From an optimization exercise on the open Yosys and OpenROAD flow, aimed at small area; shortcuts taken in it are not production practice.
RTL that was checked went through simulation tests only; none was proved equivalent to the original.
Power figures rest on the tool's default switching activity, not on a simulated workload.

== run 1 ==
// vending_machine
module vending_machine(pclk,prst,pvalid,pready,paddr,pwdata,prdata,wr_rd,coin,coin_valid,num_of_tea_reqd,num_of_milk_reqd,num_of_coffee_reqd,num_of_tea_served,num_of_coffee_served,num_of_milk_served,machine_ready);
Size in the first run: about 620 cells after synthesis, ~74 I/O pins, ~0.0086 sq mm of cells after synthesis.
export LEC_CHECK = 0
export CAP_MARGIN = 5
export CORE_MARGIN = 2
export CORE_UTILIZATION = 62
export GPL_TIMING_DRIVEN = 0
export SLEW_MARGIN = 5
export SYNTH_HIERARCHICAL = 1
create_clock -name core_clock -period 12.0 [get_ports {pclk}]
standard.sh (not shown) runs the stock make flow with config.mk's settings and CLKGATE_MAP_FILE= SYNTH_SCRIPT=/design/flow/synth_recipe.tcl, a recipe that flattens the netlist after the stock synthesis.
==> flow/flow/run.sh <==
#!/bin/bash
# Own layout flow: the standard synthesis, every logic cell set to its smallest
# drive strength (the flow's timing repair sizes up what needs it), port buffers
# of the smallest buffer then the
# standard layout steps.
set -euo pipefail
bash standard.sh synth > synth.log 2>&1
R=orfs/results/$FLOW_PLATFORM/vending_machine/base
openroad -no_init -exit -threads "${NUM_CORES:-4}" \
  -log downsize.log flow/downsize.tcl > downsize.out 2>&1
bash standard.sh "BUFFER_PORTS_ARGS=-buffer_cell sky130_fd_sc_hd__buf_1" \
  "CTS_ARGS=-sink_clustering_enable -repair_clock_nets -dont_use_dummy_load -buf_list {sky130_fd_sc_hd__clkbuf_4 sky130_fd_sc_hd__clkbuf_8} -sink_clustering_size 12 -sink_clustering_max_diameter 60" \
  finish > layout.log 2>&1
==> flow/flow/downsize.tcl <==
# Swap each combinational cell of the synthesized netlist to the smallest-area
# cell of the same family (same name but the drive-strength suffix).
set res orfs/results/$::env(FLOW_PLATFORM)/vending_machine/base
read_db $res/1_synth.odb
set db [ord::get_db]
set lib_masters {}
foreach lib [$db getLibs] {
  foreach m [$lib getMasters] {
    set n [$m getName]
    if {[regexp {^(.*)_([0-9]+)$} $n -> base drive]} {
      dict lappend lib_masters $base $m
    }
  }
}
set dont_use {}
if {[info exists ::env(DONT_USE_CELLS)]} { set dont_use [split $::env(DONT_USE_CELLS)] }
set swapped 0
foreach inst [[[$db getChip] getBlock] getInsts] {
  set m [$inst getMaster]
  set n [$m getName]
  if {![regexp {^(.*)_([0-9]+)$} $n -> base drive]} { continue }
  if {[regexp {df|dl|sdf|edf|conb|tap|fill|decap|clk} $base]} { continue }
  set best $m
  set ba [expr {[$m getWidth] * [$m getHeight]}]
  foreach c [dict get $lib_masters $base] {
    if {[lsearch -exact $dont_use [$c getName]] >= 0} { continue }
    set a [expr {[$c getWidth] * [$c getHeight]}]
    if {$a < $ba} { set best $c; set ba $a }
  }
  if {$best ne $m} {
    $inst swapMaster $best
    incr swapped
  }
}
puts "downsized $swapped instances"
write_db $res/1_synth.odb
> inputs changed (run 1 -> run 2)
Settings: CORE_UTILIZATION changed from 62 to 50.
==> summary.txt <==
- Cell count: run 2 higher than run 1
- In the reports for run 2 and run 1, the larger fmax belongs to run 2.
- As of run 2, cell area had risen slightly compared to run 1.
- In the reports for run 2 and run 1, the smaller multi-input combinational area share belongs to run 2.
- Run 2 -> run 1: hold violation count in the final report delta 0, exact match
- The maximum vdd drop in run 2 is 0.840 times that in run 1.
- Run 2 ended with every stage complete and zero timing, DRC or antenna violations.
- Looking at static leakage, run 2 sits 0.40% below run 1.
- In run 2, the post-route worst setup slack came out 0.098 ns above the value in run 1.
- Between run 1 and run 2, global-route wire length before repair increased.
- Compared run 2 vs run 1, and met1 routed wirelength after detailed routing is down in run 2.
No functional check of the RTL was part of any run of this note.


## 07-25
Another version of the RTL of vending_machine (not shown whole).
Size in the first run: roughly 710 cells after synthesis, about 74 I/O pins.
export LEC_CHECK = 0
export CAP_MARGIN = 5
export CORE_MARGIN = 2
export CORE_UTILIZATION = 80
export GPL_TIMING_DRIVEN = 0
export SLEW_MARGIN = 5
export SYNTH_HIERARCHICAL = 1
create_clock -name core_clock -period 12.0 [get_ports {pclk}]
Scripts as last shown in full above: flow/flow/run.sh, flow/flow/downsize.tcl
07-25 was carried through to the last stage, and its layout satisfied the timing, DRC and antenna checks.
Inputs modified between 07-25 and 06-09:
- swapping 80 for 70 in CORE_UTILIZATION
Results
06-09 vs. 07-25: placer congestion estimate now sits higher; via count shrank by 492; horizontal die dimension now larger; standard cell area after detailed placement went up 0.48%; area added between synthesis and finish went up by 0.55 points. 06-09 ended up with credit[25] as its critical path endpoint; 07-25 ended up with credit[26]. Diff 07-25 -> 06-09: setup slack of the worst register-to-register path went up 200 ps, average footprint of a synthesized cell held.


== try-xenon ==
Another version of the RTL of vending_machine (not shown whole).
For scale: roughly 720 cells after synthesis, ~74 I/O pins.
==> flow/design.v (excerpt) <==
module vending_machine(pclk,prst,pvalid,pready,paddr,pwdata,prdata,wr_rd,coin,coin_valid,num_of_tea_reqd,num_of_milk_reqd,num_of_coffee_reqd,num_of_tea_served,num_of_coffee_served,num_of_milk_served,machine_ready);
==> flow/config.mk <==
export PLATFORM = sky130hd
export DESIGN_NAME = vending_machine
export DESIGN_NICKNAME = vending_machine
export VERILOG_FILES = /design/flow/design.v
export SDC_FILE = /design/flow/constraint.sdc
export NUM_CORES = 4
export LEC_CHECK = 0
export CAP_MARGIN = 20
export CORE_MARGIN = 2
export CORE_UTILIZATION = 70
export GPL_TIMING_DRIVEN = 0
export SLEW_MARGIN = 20
export SYNTH_HIERARCHICAL = 1
==> flow/constraint.sdc <==
create_clock -name core_clock -period 12.0 [get_ports {pclk}]
set_input_delay 2.4000 -clock core_clock [delete_from_list [all_inputs] [get_ports {pclk}]]
set_output_delay 2.4000 -clock core_clock [all_outputs]
set_load 0.01 [all_outputs]
==> flow/flow/run.sh <==
#!/bin/bash
# Own layout flow: the standard synthesis, every logic cell set to its smallest
# drive strength (the flow's timing repair sizes up what needs it), port buffers
# of the smallest buffer then the
# standard layout steps.
set -euo pipefail
bash standard.sh synth > synth.log 2>&1
R=orfs/results/$FLOW_PLATFORM/vending_machine/base
openroad -no_init -exit -threads "${NUM_CORES:-4}" \
  -log downsize.log flow/downsize.tcl > downsize.out 2>&1
bash standard.sh "BUFFER_PORTS_ARGS=-buffer_cell sky130_fd_sc_hd__buf_1" \
  "CTS_ARGS=-sink_clustering_enable -repair_clock_nets -dont_use_dummy_load -buf_list {sky130_fd_sc_hd__clkbuf_16} -sink_clustering_size 30 -sink_clustering_max_diameter 120" \
  finish > layout.log 2>&1
Scripts as last shown in full above: flow/flow/downsize.tcl
> inputs changed (try-xenon -> try-delta)
--- a/flow/flow/run.sh
+++ b/flow/flow/run.sh
@@ -10,4 +10,4 @@
   -log downsize.log flow/downsize.tcl > downsize.out 2>&1
 bash standard.sh "BUFFER_PORTS_ARGS=-buffer_cell sky130_fd_sc_hd__buf_1" \
-  "CTS_ARGS=-sink_clustering_enable -repair_clock_nets -dont_use_dummy_load -buf_list {sky130_fd_sc_hd__clkbuf_16} -sink_clustering_size 30 -sink_clustering_max_diameter 120" \
+  "CTS_ARGS=-sink_clustering_enable -repair_clock_nets -dont_use_dummy_load -buf_list {sky130_fd_sc_hd__clkbuf_4 sky130_fd_sc_hd__clkbuf_8} -sink_clustering_size 20 -sink_clustering_max_diameter 80" \
   finish > layout.log 2>&1
Results
- try-delta vs try-xenon, multi-input gate share of total cell area went up by 0.64 points.
- Delta (try-delta minus try-xenon): combinational power barely changed; worst hold slack moved up; relative area of clock buffers and inverters in the final design dropped 1.0 points.
- Comparing try-delta against try-xenon, there is no change at all in number of standard cells in the final layout excluding fillers.
- On try-delta: global-route total usage across every layer is 0.35 points lower than what try-xenon gave.
- Comparing try-xenon and try-delta, the higher peak supply drop was measured on try-xenon.
- Cmp try-xenon and try-delta / met2 wire length / lower: try-delta
Inputs modified between try-delta and try-garnet:
--- a/flow/flow/run.sh
+++ b/flow/flow/run.sh
@@ -10,4 +10,4 @@
   -log downsize.log flow/downsize.tcl > downsize.out 2>&1
 bash standard.sh "BUFFER_PORTS_ARGS=-buffer_cell sky130_fd_sc_hd__buf_1" \
-  "CTS_ARGS=-sink_clustering_enable -repair_clock_nets -dont_use_dummy_load -buf_list {sky130_fd_sc_hd__clkbuf_4 sky130_fd_sc_hd__clkbuf_8} -sink_clustering_size 20 -sink_clustering_max_diameter 80" \
+  "CTS_ARGS=-sink_clustering_enable -repair_clock_nets -dont_use_dummy_load -buf_list {sky130_fd_sc_hd__clkbuf_4 sky130_fd_sc_hd__clkbuf_8} -sink_clustering_size 12 -sink_clustering_max_diameter 60" \
   finish > layout.log 2>&1
--- outcome ---
try-garnet went all the way through synthesis, placement and routing and the layout is clean on timing, DRC and antenna.
From try-delta to try-garnet, synthesized area per cell did not move at all.
Net load switching power: try-garnet vs try-delta identical
The synthesized netlist cell count was comparable across try-delta and try-garnet.


== indigo ==
vending_machine, a different RTL version from the one above (not shown whole).
Size in the first run: roughly 74 I/O pins, about 0.0092 mm^2 of cells after synthesis.
==> flow/config.mk <==
export PLATFORM = sky130hd
export DESIGN_NAME = vending_machine
export DESIGN_NICKNAME = vending_machine
export VERILOG_FILES = /design/flow/design.v
export SDC_FILE = /design/flow/constraint.sdc
export NUM_CORES = 4
export LEC_CHECK = 0
export CAP_MARGIN = 20
export CORE_MARGIN = 2
export CORE_UTILIZATION = 40
export SLEW_MARGIN = 20
export SYNTH_HIERARCHICAL = 1
==> flow/constraint.sdc <==
create_clock -name core_clock -period 12.0 [get_ports {pclk}]
set_input_delay 2.4000 -clock core_clock [delete_from_list [all_inputs] [get_ports {pclk}]]
set_output_delay 2.4000 -clock core_clock [all_outputs]
set_load 0.01 [all_outputs]
==> flow/flow/run.sh <==
#!/bin/bash
# Own layout flow: the standard synthesis, every logic cell set to its smallest
# drive strength (the flow's timing repair sizes up what needs it), port buffers
# of the smallest buffer then the
# standard layout steps.
set -euo pipefail
bash standard.sh synth > synth.log 2>&1
R=orfs/results/$FLOW_PLATFORM/vending_machine/base
openroad -no_init -exit -threads "${NUM_CORES:-4}" \
  -log downsize.log flow/downsize.tcl > downsize.out 2>&1
bash standard.sh "BUFFER_PORTS_ARGS=-buffer_cell sky130_fd_sc_hd__buf_1" finish > layout.log 2>&1
Scripts as last shown in full above: flow/flow/downsize.tcl
indigo: no failed stages, no open violations at the end
The following lists how cedar was set up differently from indigo:
Settings: CORE_UTILIZATION now 55, was 40.
--- a/flow/flow/run.sh
+++ b/flow/flow/run.sh
@@ -10,2 +10,4 @@
   -log downsize.log flow/downsize.tcl > downsize.out 2>&1
-bash standard.sh "BUFFER_PORTS_ARGS=-buffer_cell sky130_fd_sc_hd__buf_1" finish > layout.log 2>&1
+bash standard.sh "BUFFER_PORTS_ARGS=-buffer_cell sky130_fd_sc_hd__buf_1" \
+  "CTS_ARGS=-sink_clustering_enable -repair_clock_nets -dont_use_dummy_load -buf_list {sky130_fd_sc_hd__clkbuf_4 sky130_fd_sc_hd__clkbuf_8} -sink_clustering_size 12 -sink_clustering_max_diameter 60" \
+  finish > layout.log 2>&1
[summary]
- Each of the runs, namely cedar and indigo, reached the end of the flow and came out clean.
- Against indigo, power consumption in cedar fell slightly.
- indigo has a lower non-clock buffer count than cedar.
- Comparing cedar and indigo, via density per instance is higher on cedar.
- Of cedar and indigo, it is cedar that has the lower maximum frequency.
- Relative to indigo, the final cell count without fillers measured on cedar has decreased by a few percent.


== zinc ==
vending_machine, a different RTL version from the one above (not shown whole).
Size in the first run: ~74 I/O pins, roughly 0.0085 mm² of cells after synthesis.
// vending_machine
module vending_machine(pclk,prst,pvalid,pready,paddr,pwdata,prdata,wr_rd,coin,coin_valid,num_of_tea_reqd,num_of_milk_reqd,num_of_coffee_reqd,num_of_tea_served,num_of_coffee_served,num_of_milk_served,machine_ready);
Settings: LEC_CHECK=0, CAP_MARGIN=5, CORE_MARGIN=2, CORE_UTILIZATION=55, GPL_TIMING_DRIVEN=0, SLEW_MARGIN=5, SYNTH_HIERARCHICAL=1; clock period 12.0 ns.
==> flow/flow/run.sh <==
#!/bin/bash
# Own layout flow: the standard synthesis, every logic cell set to its smallest
# drive strength (the flow's timing repair sizes up what needs it), port buffers
# of the smallest buffer then the
# standard layout steps.
set -euo pipefail
bash standard.sh synth > synth.log 2>&1
R=orfs/results/$FLOW_PLATFORM/vending_machine/base
openroad -no_init -exit -threads "${NUM_CORES:-4}" \
  -log downsize.log flow/downsize.tcl > downsize.out 2>&1
bash standard.sh "BUFFER_PORTS_ARGS=-buffer_cell sky130_fd_sc_hd__buf_1" \
  "CTS_ARGS=-sink_clustering_enable -repair_clock_nets -dont_use_dummy_load -buf_list {sky130_fd_sc_hd__clkbuf_8} -sink_clustering_buffer sky130_fd_sc_hd__clkbuf_4 -sink_clustering_size 10 -sink_clustering_max_diameter 50" \
  finish > layout.log 2>&1
Scripts as last shown in full above: flow/flow/downsize.tcl
zinc: all stages complete, timing, DRC and antenna checks passed
--- input diff zinc..maple ---
Settings: a change of CORE_UTILIZATION from 55 to 70.
--- a/flow/flow/run.sh
+++ b/flow/flow/run.sh
@@ -11,3 +11,3 @@
 bash standard.sh "BUFFER_PORTS_ARGS=-buffer_cell sky130_fd_sc_hd__buf_1" \
-  "CTS_ARGS=-sink_clustering_enable -repair_clock_nets -dont_use_dummy_load -buf_list {sky130_fd_sc_hd__clkbuf_8} -sink_clustering_buffer sky130_fd_sc_hd__clkbuf_4 -sink_clustering_size 10 -sink_clustering_max_diameter 50" \
+  "CTS_ARGS=-sink_clustering_enable -repair_clock_nets -dont_use_dummy_load -buf_list {sky130_fd_sc_hd__clkbuf_4 sky130_fd_sc_hd__clkbuf_8} -sink_clustering_size 12 -sink_clustering_max_diameter 60" \
   finish > layout.log 2>&1
### Flow results
maple: all stages complete, timing, DRC and antenna checks passed. Row die area: maple lower / zinc higher. In maple, the overall die height came out about 11% below the value in zinc. maple vs. zinc: switching power summed over all nets went up by 5.4%; cell count went down by about 5%. On slack of the worst reg-to-reg path, maple does worse than zinc.


Starting RTL as in the previous note.
export LEC_CHECK = 0
export CAP_MARGIN = 5
export CORE_MARGIN = 2
export CORE_UTILIZATION = 62
export GPL_TIMING_DRIVEN = 0
export SLEW_MARGIN = 5
export SYNTH_HIERARCHICAL = 1
create_clock -name core_clock -period 12.0 [get_ports {pclk}]
==> flow/flow/run.sh <==
#!/bin/bash
# Own layout flow: the standard synthesis, every logic cell set to its smallest
# drive strength (the flow's timing repair sizes up what needs it), port buffers
# of the smallest buffer then the
# standard layout steps.
set -euo pipefail
bash standard.sh synth > synth.log 2>&1
R=orfs/results/$FLOW_PLATFORM/vending_machine/base
openroad -no_init -exit -threads "${NUM_CORES:-4}" \
  -log downsize.log flow/downsize.tcl > downsize.out 2>&1
bash standard.sh "BUFFER_PORTS_ARGS=-buffer_cell sky130_fd_sc_hd__buf_1" \
  "CTS_ARGS=-sink_clustering_enable -repair_clock_nets -dont_use_dummy_load -buf_list {sky130_fd_sc_hd__clkbuf_4 sky130_fd_sc_hd__clkbuf_8} -sink_clustering_size 12 -sink_clustering_max_diameter 60" \
  finish > layout.log 2>&1
Scripts as last shown in full above: flow/flow/downsize.tcl
Edit:
CORE_UTILIZATION = 55   (was 62)
The changed run completed without violations.
Cell count is higher by 1.6%.
Clock-buffer cell count stays the same.
Die area rises by 12%.
Setup slack gets better by 0.042 ns.
Register-to-register slack gains 0.04 ns.
Power shrinks by 0.62%.
Clock skew shrinks by 0.0042 ns.
Hold slack gets better by 0.0059 ns.

-- re-timing with driven ports --
The results above use ideal ports. As a check the final layouts listed here were re-extracted and re-timed, cells and wires unchanged.
Step 1: set_driving_cell puts a clkbuf_16 on pclk and a buf_2 on each other input, an assumption about the parent block.
Step 2 also shifts input and output timing later by t, the mid clock arrival at the registers, as if the neighbouring blocks saw the same clock.
Three values: ideal, step 1, step 2; two values: the first two.
| run | t (ns) | setup slack, ns | worst setup path at the end |
|---|---|---|---|
| run 1 | 0.412 | 0.338 / 0.338 / -0.006 | input to register |
| run 2 | 0.411 | 0.436 / 0.436 / 0.069 | input to register |
| 07-25 | 0.417 | 0.219 / 0.226 / -0.191 | input to register |
| 06-09 | 0.416 | 0.398 / 0.407 / -0.010 | input to register |
| try-xenon | 0.396 | 0.595 / 0.611 / 0.215 | input to register |
| try-delta | 0.426 | 0.579 / 0.592 / 0.166 | input to register |
| try-garnet | 0.426 | 0.579 / 0.592 / 0.166 | input to register |
| indigo | 0.402 | 0.947 / 0.972 / 0.570 | input to register |
| cedar | 0.416 | 0.873 / 0.884 / 0.468 | input to register |
| zinc | 0.407 | 0.433 / 0.433 / 0.037 | input to register |
| maple | 0.403 | 0.390 / 0.390 / 0.047 | input to register |
| the first run of note 6 | 0.405 | 0.391 / 0.391 / 0.045 | input to register |
| the second run of note 6 | 0.407 | 0.433 / 0.433 / 0.037 | input to register |
Met with ideal ports but missed after step 2: setup timing in run 1, 07-25 and 06-09.
